Source: an optimization exercise on an open RTL-to-GDS flow (aim: small area). Production flows keep margins and buffers that such runs may drop. The RTL was checked by simulation tests, not by an equivalence proof against the original design. Power figures rest on the tool's default switching activity, not on a simulated workload.

<file path="flow/run.sh">
#!/bin/bash
# synth_recipe.tcl (not shown) runs the flow's synth.tcl, then flattens the netlist and writes it again
# the make line also repeats each setting of config.mk as NAME=value (left out here)
make -C /OpenROAD-flow-scripts/flow DESIGN_CONFIG=/design/flow/config.mk WORK_HOME=/design/flow/orfs CLKGATE_MAP_FILE= SYNTH_SCRIPT=/design/flow/synth_recipe.tcl finish
</file>
<file path="flow/config.mk">
export PLATFORM = sky130hd
export DESIGN_NAME = top
export DESIGN_NICKNAME = top
export VERILOG_FILES = /design/flow/design.v
export SDC_FILE = /design/flow/constraint.sdc
export NUM_CORES = 8
export LEC_CHECK = 0
export CAP_MARGIN = 20
export CORE_MARGIN = 2
export CORE_UTILIZATION = 40
export SLEW_MARGIN = 20
</file>
<file path="flow/constraint.sdc">
create_clock -name core_clock -period 150.0 [get_ports {clk}]
set_input_delay 30.0000 -clock core_clock [delete_from_list [all_inputs] [get_ports {clk}]]
set_output_delay 30.0000 -clock core_clock [all_outputs]
set_load 0.01 [all_outputs]
</file>
<file path="flow/design.v">
`timescale 1ns / 1ps
module bcd(
    input clk,
    input [3:0] num,
    output [6:0] seg
    );
    reg [6:0] sseg; 
    assign seg = sseg;
    always @(posedge clk) begin
        case(num)
        4'b0000: sseg <= 7'b1000_000;         
        4'b0001: sseg <= 7'b1111_001;         
        4'b0010: sseg <= 7'b0100_100;         
        4'b0011: sseg <= 7'b0110_000;         
        4'b0100: sseg <= 7'b0011_001;         
        4'b0101: sseg <= 7'b0010_010;         
        4'b0110: sseg <= 7'b0000_010;         
        4'b0111: sseg <= 7'b1111_000;         
        4'b1000: sseg <= 7'b0000_000;         
        4'b1001: sseg <= 7'b0010_000;         
        4'b1010: sseg <= 7'b1110_111;         
        default: sseg <= 7'b1111111;
        endcase 
    end
endmodule
`timescale 1ns / 1ps
module pulse_generator(
    input CLK,
    input RESET,
    input START, 
    input [1:0]MODE,
    output OUT,
    output [15:0]SECONDS
    );
    reg pulse;
    reg [31:0]counter;
    reg [31:0]second_counter;
    reg [15:0]seconds_passed;
    assign OUT = pulse;
    assign SECONDS = seconds_passed;
    always @(posedge CLK) begin
        if(RESET)begin
            pulse <= 0;
            counter <= 0;
            second_counter <= 0;
            seconds_passed <= 0;
        end
        else begin
            counter <= counter + 1;
            second_counter <= second_counter + 1;
            if(second_counter == 10000)begin
                seconds_passed <= seconds_passed + 1;
                second_counter <= 0;
            end
            if(!START) begin
                pulse <= 0;
                counter <= 0;
                second_counter <= 0;
                seconds_passed <= 0;
            end
            else begin
                case (MODE)
                    2'b00: begin
                            if(counter >= 156) begin  
                                pulse <= pulse ^ 1;
                                counter <= 0;
                            end
                        end
                    2'b01: begin
                            if(counter >= 78) begin  
                                pulse <= pulse ^ 1;
                                counter <= 0;
                            end
                        end
                    2'b10: begin
                            if(counter >= 39) begin  
                                pulse <= pulse ^ 1;
                                counter <= 0;
                            end
                        end
                    2'b11: begin
                            if(seconds_passed < 1)begin
                                if(counter >= 1000) begin  
                                    pulse <= pulse ^ 1;
                                    counter <= 0;
                                end
                            end
                            else if(seconds_passed < 2)begin
                                if(counter >= 606) begin  
                                    pulse <= pulse ^ 1;
                                    counter <= 0;
                                end
                            end
                            else if(seconds_passed < 3)begin
                                if(counter >= 303) begin  
                                    pulse <= pulse ^ 1;
                                    counter <= 0;
                                end
                            end
                            else if(seconds_passed < 4)begin
                                if(counter >= 740) begin  
                                    pulse <= pulse ^ 1;
                                    counter <= 0;
                                end
                            end
                            else if(seconds_passed < 5)begin
                                if(counter >= 285) begin  
                                    pulse <= pulse ^ 1;
                                    counter <= 0;
                                end
                            end
                            else if(seconds_passed < 6)begin
                                if(counter >= 666) begin  
                                    pulse <= pulse ^ 1;
                                    counter <= 0;
                                end
                            end
                            else if(seconds_passed < 7)begin
                                if(counter >= 1052) begin  
                                    pulse <= pulse ^ 1;
                                    counter <= 0;
                                end
                            end
                            else if(seconds_passed < 8)begin
                                if(counter >= 666) begin  
                                    pulse <= pulse ^ 1;
                                    counter <= 0;
                                end
                            end
                            else if(seconds_passed < 9)begin
                                if(counter >= 606) begin  
                                    pulse <= pulse ^ 1;
                                    counter <= 0;
                                end
                            end
                            else if(seconds_passed < 73)begin
                                if(counter >= 289) begin  
                                    pulse <= pulse ^ 1;
                                    counter <= 0;
                                end
                            end
                            else if(seconds_passed < 79)begin
                                if(counter >= 588) begin  
                                    pulse <= pulse ^ 1;
                                    counter <= 0;
                                end
                            end
                            else if(seconds_passed < 144)begin
                                if(counter >= 161) begin  
                                    pulse <= pulse ^ 1;
                                    counter <= 0;
                                end
                            end
                            else begin  
                                pulse <= 0;
                                counter <= 0;
                            end
                        end
                endcase
            end
        end
    end
endmodule
`timescale 1ns / 1ps
module fitbit(
    input CLK,
    input START,
    input RESET,
    input [1:0]MODE,
    output reg SI,
    output reg [31:0]step_count,
    output reg [15:0]distance_covered, 
    output reg [3:0]initial_activity_count,
    output reg [15:0]high_activity_time,
    output [1:0]output_mode
    );
    wire pulse;
    wire [15:0] current_second;
    reg [2:0]output_mode_counter;
    assign output_mode = output_mode_counter[2:1];
    pulse_generator step_input(
        .CLK        (CLK),
        .RESET      (RESET),
        .START      (START),
        .MODE       (MODE),
        .OUT        (pulse),
        .SECONDS    (current_second)
    );
    reg low_received;
    reg [11:0]distance_counter;
    reg [11:0]pulses_second;
    reg [15:0]last_second;
    reg [15:0]current_high_activity_time;
    always @(posedge CLK) begin
        if(RESET)begin
            SI <= 0;
            step_count <= 0;
            distance_covered <= 0;
            initial_activity_count <= 0;
            high_activity_time <= 0;
            low_received <= 1;
            distance_counter <= 0;
            pulses_second <= 0;
            last_second <= 0;
            current_high_activity_time <= 0;
            output_mode_counter <= 0;
        end
        else begin
            if(low_received && pulse)begin
                low_received <= 0;
                step_count <= step_count + 1;
                distance_counter <= distance_counter + 1;
                pulses_second <= pulses_second + 1;
            end
            else if(!low_received && !pulse)begin
                low_received <= 1;
            end
            if(step_count > 9999)begin
                SI <= 1;
            end
            if(distance_counter == 2048)begin
                distance_covered <= distance_covered + 1;
                distance_counter <= 0;
            end
            if(current_second > last_second)begin
                last_second <= current_second;
                pulses_second <= 0;
                output_mode_counter <= output_mode_counter + 1;
                if((pulses_second > 32) && (current_second < 10))begin
                    initial_activity_count <= initial_activity_count + 1;
                end
                if(pulses_second >= 64)begin
                    current_high_activity_time <= current_high_activity_time + 1;
                    if(current_high_activity_time == 60)begin
                        high_activity_time <= high_activity_time + 60;
                    end
                    else if(current_high_activity_time > 60)begin
                        high_activity_time <= high_activity_time + 1;
                    end
                end
                else begin
                    current_high_activity_time <= 0;
                end
            end
        end
    end  
endmodule
`timescale 1ns / 1ps
module sevenseg(
  input clk,
  input reset,
  input SI,
  input [31:0] step_count,
  input [15:0] distance_covered,
  input [3:0] initial_activity_count,
  input [15:0]high_activity_time,
  input [1:0]output_mode,
  output [3:0] an,
  output reg [6:0] seg
); 
wire [6:0] out_steps;
wire [6:0] out_distance;
wire [6:0] out_init_count;
wire [6:0] out_high_activity;
reg [3:0] bcd_steps;  
reg [3:0] bcd_distance;
reg [3:0] bcd_init_count;
reg [3:0] bcd_high_activity;
bcd steps (clk, bcd_steps, out_steps);
bcd distance (clk, bcd_distance, out_distance);
bcd init_count (clk, bcd_init_count, out_init_count);
bcd high_activity (clk, bcd_high_activity, out_high_activity);
reg [2:0] count;
wire slow_tick = (count == 3'd3);
reg [1:0] current;
reg [1:0] next;
always @(posedge clk) begin
    if (reset)
        current <= 2'd0;
    else if (slow_tick)
        current <= current + 2'd1;
end
reg [3:0] an_buf;
assign an = an_buf;
always @(posedge clk) begin
    count <= reset ? 3'd0 : count + 3'd1;
    seg <= (output_mode[1]) ? ((output_mode[0]) ? out_high_activity: out_init_count) : ((output_mode[0]) ? out_distance: out_steps);
    if(reset) begin  
        bcd_steps <= 4'b0000; 
        bcd_distance <= 4'b0000;
        bcd_init_count <= 4'b0000;
        bcd_high_activity <= 4'b0000;
        an_buf <= 4'b1110;
        next <= 0; 
        end
    else begin
        case(current)
        0: begin  
                if(SI)begin
                    bcd_steps <= 9;
                end
                else begin
                    bcd_steps <= ((step_count % 1000) % 100) % 10;
                end
                if(distance_covered[0]) begin
                    bcd_distance <= 5;
                end
                else begin
                    bcd_distance <= 0;
                end
                bcd_init_count <= initial_activity_count;
                bcd_high_activity <= ((high_activity_time % 1000) % 100) % 10;
                an_buf <= 4'b1110; 
                next <= 1;  
            end
        1: begin  
                if(SI)begin
                    bcd_steps <= 9;
                end
                else begin
                    bcd_steps <= ((step_count % 1000) % 100)/10;
                end
                bcd_distance <= 10;       
                bcd_init_count <= 0;
                bcd_high_activity <= ((high_activity_time % 1000) % 100) / 10;
                an_buf <= 4'b1101;
                next <= 2;
            end
        2:begin
                if(SI)begin
                    bcd_steps <= 9;
                end
                else begin
                    bcd_steps <= (step_count % 1000)/100;
                end
                bcd_distance <=  (distance_covered >> 1) % 10;
                bcd_init_count <= 0;
                bcd_high_activity <= (high_activity_time % 1000) / 100;
                an_buf <= 4'b1011;
                next <= 3;
            end
        3:begin
                if(SI)begin
                    bcd_steps <= 9;
                end
                else begin
                    bcd_steps <= (step_count % 10000)/1000;
                end
                bcd_distance <=  ((distance_covered >> 1) % 100) / 10;
                bcd_init_count <= 0;
                bcd_high_activity <= (high_activity_time % 10000) /1000;
                an_buf <= 4'b0111;
                next <= 0;
            end
        default: begin
            bcd_steps <= 4'd0000;
            an_buf <= 4'b1110;
            next <= 1;
            end
        endcase
    end
end
endmodule
`timescale 1ns / 1ps
module top(
    input clk, 
    input [3:0]sw,
    output SI,
    output [3:0] an,
    output [6:0] seg
    );
    wire [31:0]step_count;
    wire [15:0]distance_covered; 
    wire [3:0]initial_activity_count;
    wire [15:0]high_activity_time;
    wire [1:0]output_mode;
    wire start = sw[0];
    wire reset = sw[1];
    wire [1:0]mode = sw[3:2];
    fitbit fitbit1(
        .CLK                    (clk),
        .START                  (start),
        .RESET                  (reset),
        .MODE                   (mode),
        .SI                     (SI),
        .step_count             (step_count),
        .distance_covered       (distance_covered),
        .initial_activity_count (initial_activity_count),
        .high_activity_time     (high_activity_time),
        .output_mode            (output_mode)
    );
    sevenseg ss(
        .clk                    (clk),
        .reset                  (reset),
        .SI                     (SI),
        .step_count             (step_count),
        .distance_covered       (distance_covered),
        .initial_activity_count (initial_activity_count),
        .high_activity_time     (high_activity_time),
        .output_mode            (output_mode),
        .an                     (an), 
        .seg                    (seg)
    ); 
endmodule
</file>
==> reports/qor.yml, run 1 <==
clock_tree:
  cts_max_level: 2
  cts-root-buf: "clkbuf_16"
  clkLatencyLatePin_ns: 0.57
  cts_tree: "yes"
  cts_sinks: 270
  cts_resized: 0
  path_clk_slew_ns: 0.06
  clock_path_buffers: 3
  hold_buffers: 0
  numCtsBuffers: 35
  post_cts_buffers: 0
pwr:
  p_leak_nw: 14.0
  peakVddDrop_v: 0.00000606
  p_total_mw: 0.170
  power_density_nw_per_um2: 4.21
logic_synthesis:
  seq_area_frac_synth_pct: 13.9
  synth_cells: 5259
  synth_cell_types: 196
  synth_edf_count: 0
  synth-seq-cells: 270
  synth.cell_area_um2: 39000
  synth_area_per_cell_um2: 7.42
  synth_area_leaders: "dfxtp_1, xnor2_1, nor2_1, nand2_1, a21oi_1"
  ys_warn_count: 4
  yosysTopAreaCellShare_pct: 13.9
  yosys.area.top_type: "dfxtp_1"
  ys.flop_type: "dfxtp_1"
  async_flop_share_pct: 0
worst_setup_path:
  crit_path_end_kind: "output pin"
  critPathMaxFanout: 8
  slowest_delay_ns: 0.74
  worst-path-stages: 1
  crit_family: "buffers and inverters"
  critPathCapture: "SI"
  arrival_ns: 1.78
  critical_path.startpoint: "fitbit1.SI"
  rr_worst_depth: 65
  criticalPathCategory: "flip-flop to output pin"
  path_buf_inv: 1
  ff2ff_setup_slack_ns: 125.88
  rr_endpoint: "ss.bcd_steps[0]"
  crit_slowest_cell: "clkdlybuf4s50_1"
  worstPathCellList: "clkdlybuf4s50_1"
  worstPathRequired_ns: 120.00
  critPathLaunchType: "flip-flop"
  reg2reg_from: "fitbit1.step_count[22]"
route:
  ant_nets: 0
  wl_per_cell_um: 16.1
  drcViolationCount: 0
  drtIter0Drc: 2609
  routed_wl_um: 103000
  drtPass1Iterations: 6
  viasPerCell: 5.99
  vias: 38300
worst_hold_path:
  worstHoldPathType: "flip-flop to flip-flop"
global_route:
  grt_max_degree: 73
  grt.total_usage_pct: 19.7
  grt_remaining_overflow: 0
  grt_pass1_wl_um: 173000
  antenna_found_initial: 0
  grt_pass1_vias: 34700
timing:
  post-route-period-util_pct: 21.2
  timing.final.ws_setup_ns: 118.22
  fin_crit_ns: 31.78
  tns_ns: 0
  finClkSkew_ns: 0.0350
  slew_violations: 0
  worst_pin_slew_ns: 1.07
  setup_violations: 0
  rsz0062_at_grt: "no"
  slew_headroom_pct: 28.0
  hold_violations: 0
  max_freq_mhz: 31.5
job:
  maxCapViolCount: 0
floorplan:
  initial_core_util_pct: 40.3
  dieArea_um2: 100000
  boundaryPins: 17
  fp.dieW_um: 316
  fp.dieH_um: 316
  rows: 114
  core_um2: 96700
final_layout:
  syn2layout_area_growth_pct: 3.51
  layout-drive-gt1-share_pct: 11.2
  diodes: 0
  fin_nets: 5185
place:
  gp_congestion: 0.880
  hpwl_um: 76600
  dp_slack_ns: 117.95
  placement.io_buffers: 16
run_status:
  outcome: "timing/DRC/antenna clean"
-- cell type report --
class	instances	area (um^2)
inverter	186	717
clock inverter	16	258
sequential	270	5410
multi-input combinational	4555	31000
tap	1276	1600
timing repair buffer	55	450
clock buffer	46	987
fill	10000	56300
-- cell usage in the layout, fill, tap and decap left out, types with 50 or more instances in the layout --
cell type  count
and3_1        73
nor3_1       171
a21oi_1      300
o21a_1        50
xor2_1       157
xnor2_1      293
or3_1         60
o21ai_0      297
nor4_1        52
o22ai_1       52
ha_1          77
a31oi_1       63
mux2i_1       99
nand2_1      478
and2_1        54
dfxtp_1      270
inv_1        164
nor2_1       580
nand4_1       81
a211oi_1      75
nand2b_1      56
o211ai_1      64
nand3_1      190
-- through the flow --
step / cells / utilization [%] / hold slack [ns] / instance area, um^2
after detailed placement: 6342 / 40.5 / 0.416 / 39100
after global routing: 6404 / 41.8 / 0.447 / 40400
after floorplan: 5279 / - / 0.399 / 39100
final: 6404 / 41.8 / 0.420 / 40400
after global placement: 6342 / 40.5 / 0.414 / 39100
after CTS: 6404 / 41.7 / 0.423 / 40400
-- metal layers --
metal  wire length [um]  track usage (%)  part of all wire (%)
met4               1430             3.86                   1.4
met3               3770             1.73                   3.7
met2              47100             32.9                    46
met5                  0                0                     0
met1              50600             27.8                    49
-- worst min-delay path by stage --
stage,start,cells after the start,slack (ns),to
2_1_floorplan,ss.count[0],1,0.40,ss.count[0]
3_3_place_gp,ss.count[0],1,0.41,ss.count[0]
3_5_place_dp,ss.count[0],1,0.42,ss.count[0]
4_1_cts,ss.count[0],1,0.42,ss.count[0]
5_1_grt,ss.count[0],1,0.45,ss.count[0]
6_report,ss.count[0],1,0.42,ss.count[0]
-- synthesized netlist by cell type (50+ instances only) --
cell type  number
o211ai_1       64
nor2_1        580
a211oi_1       75
o21ai_0       297
and2_1         54
a21oi_1       301
a31oi_1        63
or3_1          60
o22ai_1        52
nand2_1       478
and3_1         73
nand4_1        81
clkbuf_1      116
xor2_1        157
nand2b_1       56
o21a_1         50
nor4_1         52
clkbuf_8       56
xnor2_1       293
ha_1           77
nor3_1        171
mux2i_1        99
nand3_1       190
dfxtp_1       270
inv_1         164
-- where the power goes --
| part | switching, mW | internal, mW | leakage [nW] |
|---|---|---|---|
| Clock | 0.0346 | 0.0554 | 0.592 |
| Sequential | 0.000998 | 0.0733 | 2.19 |
| Combinational | 0.00349 | 0.00227 | 11.3 |
-- registers in the layout, indices dropped and copies added, names as in the netlist, 16 cells and up --
signal	cells
fitbit1.step_count	32
fitbit1.distance_covered	16
fitbit1.last_second	16
fitbit1.current_high_activity_time	16
fitbit1.step_input.seconds_passed	16
fitbit1.high_activity_time	16
fitbit1.step_input.counter	32
fitbit1.step_input.second_counter	32
-- kinds of logic (layout without fill, tap and decap cells) --
logic type      count (synthesis)  in the layout  synth area share (%)
buf+inv                       454            303                  7.00
fa+ha+maj                     117            117                  3.50
xor+xnor                      482            482                  11.6
mux                           139            139                  3.97
flops                         270            270                  13.9
simple gates                 2110           2110                  27.6
compound gates               1686           1686                  32.6
other cells                     1             21               0.00961
==> run 2, diff against run 1 <==
==> flow/design.v (replaced) <==
`timescale 1ns / 1ps
module bcd(
    input  [3:0] num,
    output reg [6:0] seg
    );
    always @(*) begin
        case (num)
        4'd0:  seg = 7'b1000000;
        4'd1:  seg = 7'b1111001;
        4'd2:  seg = 7'b0100100;
        4'd3:  seg = 7'b0110000;
        4'd4:  seg = 7'b0011001;
        4'd5:  seg = 7'b0010010;
        4'd6:  seg = 7'b0000010;
        4'd7:  seg = 7'b1111000;
        4'd8:  seg = 7'b0000000;
        4'd9:  seg = 7'b0010000;
        4'd10: seg = 7'b1110111;
        default: seg = 7'b1111111;
        endcase
    end
endmodule
`timescale 1ns / 1ps
module top(
    input clk,
    input [3:0] sw,
    output SI,
    output [3:0] an,
    output [6:0] seg
    );
    reg  [3:0] swd;
    wire st = swd[0];
    wire rs = swd[1];
    wire [1:0] md = swd[3:2];
    wire clr = rs | ~st;
    reg        P, PP;
    reg [10:0] C;
    reg [13:0] SC;      
    reg [13:0] SP;      
    reg [13:0] M;       
    reg        SYNC;    
    reg        N;       
    wire sc_end = (SC == 14'd10000);
    wire sp_sat = &SP;
    reg [10:0] thr;
    reg        off;
    always @(*) begin
        off = 1'b0;
        case (md)
        2'd0: thr = 11'd156;
        2'd1: thr = 11'd78;
        2'd2: thr = 11'd39;
        default: begin
            if      (SP < 1)   thr = 11'd1000;
            else if (SP < 2)   thr = 11'd606;
            else if (SP < 3)   thr = 11'd303;
            else if (SP < 4)   thr = 11'd740;
            else if (SP < 5)   thr = 11'd285;
            else if (SP < 6)   thr = 11'd666;
            else if (SP < 7)   thr = 11'd1052;
            else if (SP < 8)   thr = 11'd666;
            else if (SP < 9)   thr = 11'd606;
            else if (SP < 73)  thr = 11'd289;
            else if (SP < 79)  thr = 11'd588;
            else if (SP < 144) thr = 11'd161;
            else begin thr = 11'd0; off = 1'b1; end
        end
        endcase
    end
    wire tog = (C >= thr);
    wire n_next = ~rs & st & sc_end & SYNC;
    always @(posedge clk) begin
        swd <= sw;
        PP  <= P;
        if (clr) begin
            P  <= 1'b0;
            C  <= 11'd0;
            SC <= 14'd0;
            SP <= 14'd0;
        end else begin
            SC <= sc_end ? 14'd0 : SC + 14'd1;
            if (sc_end && !sp_sat) SP <= SP + 14'd1;
            if (off) begin
                P <= 1'b0;
                C <= 11'd0;
            end else if (tog) begin
                P <= ~P;
                C <= 11'd0;
            end else
                C <= C + 11'd1;
        end
        if (!rs && !st && SYNC) M <= SP;
        SYNC <= rs | (st & (SYNC | (SP == M)));
        N <= n_next;
    end
    wire step = P & ~PP;
    reg [3:0] T0, T1, T2, T3;    
    reg [11:0] DC;               
    reg        DH;               
    reg [3:0]  D0, D1;           
    reg [3:0]  IA;               
    reg [11:0] PS;               
    reg [5:0]  CH;               
    reg [3:0]  H0, H1, H2, H3;   
    reg [2:0]  O;                
    reg [4:0]  U;                
    wire t_over = T3[3] & T3[1];
    wire t_b    = t_over & T3[0];
    wire t_a    = t_over & ~T3[0];
    wire ps_hi  = |PS[11:6];
    wire ps_mid = ps_hi | (PS[5] & |PS[4:0]);
    wire ch60   = (CH == 6'd60);
    wire ch61   = (CH == 6'd61);
    wire add60  = N & ps_hi & ch60;
    wire add1   = N & ps_hi & ch61;
    wire [2:0] o_next = (rs ? 3'd0 : O) + {2'b0, n_next};
    always @(posedge clk) begin
        if (rs) begin
            T0 <= 0; T1 <= 0; T2 <= 0; T3 <= 0;
            DC <= 0; DH <= 0; D0 <= 0; D1 <= 0;
            IA <= 0; PS <= 0; CH <= 0;
            H0 <= 0; H1 <= 0; H2 <= 0; H3 <= 0;
            U <= 5'd4;
        end else begin
            U <= U + 5'd1;
            if (t_over)
                T3 <= 4'd11;
            else if (step) begin
                T0 <= (T0 == 9) ? 4'd0 : T0 + 4'd1;
                if (T0 == 9) begin
                    T1 <= (T1 == 9) ? 4'd0 : T1 + 4'd1;
                    if (T1 == 9) begin
                        T2 <= (T2 == 9) ? 4'd0 : T2 + 4'd1;
                        if (T2 == 9) T3 <= T3 + 4'd1;
                    end
                end
            end
            if (DC[11]) begin
                DC <= 12'd0;
                DH <= ~DH;
                if (DH) begin
                    D0 <= (D0 == 9) ? 4'd0 : D0 + 4'd1;
                    if (D0 == 9) D1 <= (D1 == 9) ? 4'd0 : D1 + 4'd1;
                end
            end else if (step)
                DC <= DC + 12'd1;
            if (N) begin
                PS <= 12'd0;
                if (ps_mid && SP < 10) IA <= IA + 4'd1;
                if (ps_hi) begin
                    if (!ch61) CH <= CH + 6'd1;
                end else
                    CH <= 6'd0;
                if (add60) begin
                    if (H1 >= 4) begin
                        H1 <= H1 - 4'd4;
                        H2 <= (H2 == 9) ? 4'd0 : H2 + 4'd1;
                        if (H2 == 9) H3 <= (H3 == 9) ? 4'd0 : H3 + 4'd1;
                    end else
                        H1 <= H1 + 4'd6;
                end else if (add1) begin
                    H0 <= (H0 == 9) ? 4'd0 : H0 + 4'd1;
                    if (H0 == 9) begin
                        H1 <= (H1 == 9) ? 4'd0 : H1 + 4'd1;
                        if (H1 == 9) begin
                            H2 <= (H2 == 9) ? 4'd0 : H2 + 4'd1;
                            if (H2 == 9) H3 <= (H3 == 9) ? 4'd0 : H3 + 4'd1;
                        end
                    end
                end
            end else if (step)
                PS <= PS + 12'd1;
        end
        O <= o_next;
    end
    wire [1:0] cur = U[4:3];
    wire [1:0] om  = sw[1] ? 2'd0 : o_next[2:1];
    reg [3:0] d_steps, d_dist, d_init, d_hat, d_sel;
    always @(*) begin
        case (cur)
        2'd0: begin d_steps = T0; d_dist = DH ? 4'd5 : 4'd0; d_init = IA;   d_hat = H0; end
        2'd1: begin d_steps = T1; d_dist = 4'd10;            d_init = 4'd0; d_hat = H1; end
        2'd2: begin d_steps = T2; d_dist = D0;               d_init = 4'd0; d_hat = H2; end
        default: begin d_steps = t_a ? 4'd0 : T3; d_dist = D1; d_init = 4'd0; d_hat = H3; end
        endcase
        if (t_b) d_steps = 4'd9;
        case (om)
        2'd0: d_sel = d_steps;
        2'd1: d_sel = d_dist;
        2'd2: d_sel = d_init;
        default: d_sel = d_hat;
        endcase
    end
    reg [3:0] dig, dig2;
    always @(posedge clk) begin
        dig  <= rs ? 4'd0 : d_sel;
        dig2 <= dig;
    end
    bcd dec (.num(dig2), .seg(seg));
    assign SI = ~rs & t_over;
    assign an = rs ? 4'b1110 :
                (cur == 2'd0) ? 4'b1110 :
                (cur == 2'd1) ? 4'b1101 :
                (cur == 2'd2) ? 4'b1011 : 4'b0111;
endmodule
==> run 2 against run 1 <==
- clock power is 52% lower
- sequential power is 43% lower
- global-route usage is 4.4 points lower
- design area is 78% lower
- worst hold slack worse by 0.038 ns
- wire length is 85% lower
- critical path depth is 1 higher
- die area is 79% lower
- synthesized cell count is 83% lower
- worst setup slack worse by 0.51 ns
- critical path type unchanged
==> reports/qor.yml, run 2 <==
logic_synthesis:
  seq_area_frac_synth_pct: 40.9  # +27 points
  yosysTopAreaCellShare_pct: 35.6  # +22 points
  synth.area.mux_share_pct: 2.60  # -1.4 points
  yosys-top-cells-count: "dfxtp_1, nor2_1, nand2_1"
  yosys.area.top_type: "dfxtp_1"
  synth_top_family_by_area: "simple AND/OR/NAND/NOR gates"
  synth.cell_area_um2: 7930  # -80%
  synth_compound_area_share_pct: 12.7  # -20 points
  synth_area_leaders: "dfxtp_1, ha_1, nor2_1, xor2_1, edfxtp_1"
  synth-xor-area-share_pct: 10.5  # -1.1 points
  synth-seq-cells: 155  # -43%
  synth_area_per_cell_um2: 8.69  # +17%
  synth_fa_ha_area_share_pct: 6.31  # +2.8 points
  synthSimpleGateAreaFrac_pct: 24.0  # -3.6 points
  ys.flop_type: "dfxtp_1"
  synth_cell_types: 67  # -66%
  ys_warn_count: 2  # -2
  yosysMostFrequentCell: "dfxtp_1"
  synth_cells: 912  # -83%
  synth_edf_count: 14  # +14
  async_flop_share_pct: 0  # unchanged
route:
  wl_met3_um: 549  # -85%
  routed_wl_um: 15200  # -85%
  dr.max_layer_used: "met4"
  wl_per_cell_um: 12.7  # -21%
  viasPerCell: 5.12  # -14%
  drcViolationCount: 0  # unchanged
  drtIter0Drc: 491  # -81%
  route.met2.wl_um: 6720  # -86%
  vias: 6124  # -84%
  wl_met1_um: 7730  # -85%
  ant_nets: 0  # unchanged
  drtPass1Iterations: 7  # +1
run_status:
  outcome: "timing/DRC/antenna clean"
clock_tree:
  clkLatencyLatePin_ns: 0.43  # -0.14 ns
  cts_max_level: 4  # +2
  path_clk_slew_ns: 0.06  # about the same
  cts_resized: 0  # unchanged
  cts_tree: "yes"
  cts-root-buf: "clkbuf_16"
  hold_buffers: 0  # unchanged
  clock_path_buffers: 2  # -1
  cts_sinks: 155  # -43%
  numCtsBuffers: 17  # -51%
  post_cts_buffers: 0  # unchanged
floorplan:
  boundaryPins: 17  # unchanged
  dieArea_um2: 21000  # -79%
  rows: 51  # -55%
  fp.dieH_um: 145  # -54%
  initial_core_util_pct: 40.7  # +0.39 points
  core_um2: 19500  # -80%
  fp.dieW_um: 145  # -54%
final_layout:
  fin_nets: 962  # -81%
  diodes: 0  # unchanged
  syn2layout_area_growth_pct: 12.5
  final_common_cell: "dfxtp_1"
  fin_area_um2: 8910  # -78%
  reg.largest.list: "M: 14 flops, SC: 14 flops, SP: 14 flops"
  layout-drive-gt1-share_pct: 6.45  # -4.8 points
  most-common-layout-cells: "dfxtp_1, nor2_1, nand2_1"
worst_setup_path:
  criticalPathCategory: "flip-flop to output pin"
  path_buf_inv: 1  # unchanged
  slowest_delay_ns: 0.89  # +0.15 ns
  critPathMaxFanout: 20  # +12
  worstPathRequired_ns: 120.00  # about the same
  crit_family: "flip-flops"
  critPathLaunchType: "flip-flop"
  worstPathCellList: "or3b_2, clkdlybuf4s50_1"
  crit_slowest_cell: "dfxtp_1"
  arrival_ns: 2.29  # +0.51 ns
  crit_path_end_kind: "output pin"
timing:
  holdWs_ns: 0.382  # -0.0383 ns
  tns_ns: 0  # unchanged
  setup_violations: 0  # unchanged
  max_freq_mhz: 31.0  # -1.6%
  slew_headroom_pct: 40.7  # +13 points
  rsz0062_at_grt: "no"
  slew_violations: 0  # unchanged
  hold_violations: 0  # unchanged
  finClkSkew_ns: 0.00853  # -0.0264 ns
  worst_pin_slew_ns: 0.884  # -0.188 ns
  post-route-period-util_pct: 21.5  # +0.34 points
  fin_crit_ns: 32.29  # +0.510 ns
pwr:
  sw_frac_of_total_pct: 22.0  # -1.0 points
  power_switching_mw: 0.0194  # -51%
  p_int_mw: 0.0688  # -47%
  p_leak_nw: 3.19  # -77%
  p_clk_share_pct: 48.8  # -4.1 points
  combPwrFrac_pct: 2.8  # -0.6 points
  p_total_mw: 0.0882  # -48%
  power_density_nw_per_um2: 9.89  # +130%
  peakVddDrop_v: 0.00000821  # +35%
  seq_power_share_pct: 48.4  # +4.7 points
place:
  hpwl_um: 10500  # -86%
  placement.io_buffers: 16  # unchanged
  gp_congestion: 0.839  # -4.7%
  post_dp_cell_area_um2: 8320  # -79%
job:
  maxCapViolCount: 0  # unchanged
global_route:
  grt_max_degree: 49  # -33%
  grt_pass1_wl_um: 26000  # -85%
  antenna_found_initial: 0  # unchanged
  grt_remaining_overflow: 0  # unchanged
  grt_pass1_vias: 5449  # -84%
  grt.total_usage_pct: 15.3  # -4.4 points
worst_hold_path:
  worstHoldPathType: "flip-flop to flip-flop"
run 2: cell count changes after synthesis, moves of 134 or more:
cell     change
a21oi_1    -245
nand2_1    -392
nor3_1     -148
inv_1      -134
xnor2_1    -247
nor2_1     -447
o21ai_0    -255
nand3_1    -164
run 2: layout make-up:
cell class,instances,area [um^2]
tap,265,332
timing repair buffer,18,175
multi-input combinational,695,4460
fill,1864,10500
clock buffer,20,457
sequential,155,3240
clock inverter,12,135
inverter,30,113
run 2: logic make-up (layout without fill, tap and decap cells):
logic type	count (synthesis)	in the layout
flops	155	155
simple gates	388	388
xor+xnor	95	95
buf+inv	62	80
mux	14	14
fa+ha+maj	40	40
compound gates	158	158
run 2: path summary, 6_finish.rpt:
check / cells after the start / to / from / slack [ns]
setup reg to reg: 10 / dig[2] / swd[1] / 146.13
hold / removal: 0 / PP / P / 0.38
hold reg to reg: 0 / PP / P / 0.38
setup / recovery: 2 / an[2] / U[4] / 117.71
run 2: worst reg2reg max path: stages, from the launching register on:
cell and delay, ns:
dfxtp_2 0.61, buf_4 0.53, nand2b_1 0.61, nor3_1 0.19
ha_1 0.25, ha_1 0.19, xnor2_1 0.50, and2_1 0.28
a21oi_1 0.10, o32a_1 0.33, nor3_1 0.19
run 2: per-stage QoR:
stage | instances | worst slack (ns) | util (%)
after floorplan | 912 | 118.47 | -
after global placement | 1163 | 118.15 | 42.7
after detailed placement | 1163 | 118.14 | 42.7
after CTS | 1195 | 117.69 | 45.8
after global routing | 1195 | 117.61 | 45.8
final | 1195 | 117.71 | 45.8
run 2: power by group through the flow:
| stage | logic (mW) | registers, mW | clock network (mW) |
|---|---|---|---|
| after floorplan | 0.00190 | 0.0433 | 0 |
| after global placement | 0.00246 | 0.0436 | 0 |
| after detailed placement | 0.00249 | 0.0436 | 0 |
| after CTS | 0.00252 | 0.0427 | 0.0440 |
| after global routing | 0.00285 | 0.0427 | 0.0459 |
| final | 0.00249 | 0.0427 | 0.0430 |
run 2: layer usage:
metal | global-route usage [%] | vias up
met3 | 3.39 | 19
met4 | 5.21 | 0
met1 | 21.6 | 2803
li1 | - | 3184
met5 | 0 | -
met2 | 23.2 | 118

afterwards: timing with drivers on the ports:
The results above use ideal ports. As a check the final layouts listed here were re-extracted and re-timed, cells and wires unchanged. Step 1, drivers: a clkbuf_16 drives clk and a buf_2 each remaining input, both assumed. Step 2 moves the port delays by t, midway between the first and last clock arrival at a register: inputs arrive t later, outputs are due t later. That takes back most of the time a late clock gives input paths. a / b / c = ideal / step 1 / step 2; a / b = the first two.
run	t, ns	slack for setup (ns)	worst setup path after step 2
run 1	0.614	118.223 / 118.161 / 117.949	input to register
run 2	0.462	117.713 / 117.673 / 118.135	register to output
After both steps setup and hold are still met in every run listed. The setup slack of run 1, which loses most, moves by -0.062 ns with the drivers and by -0.274 ns with both steps.
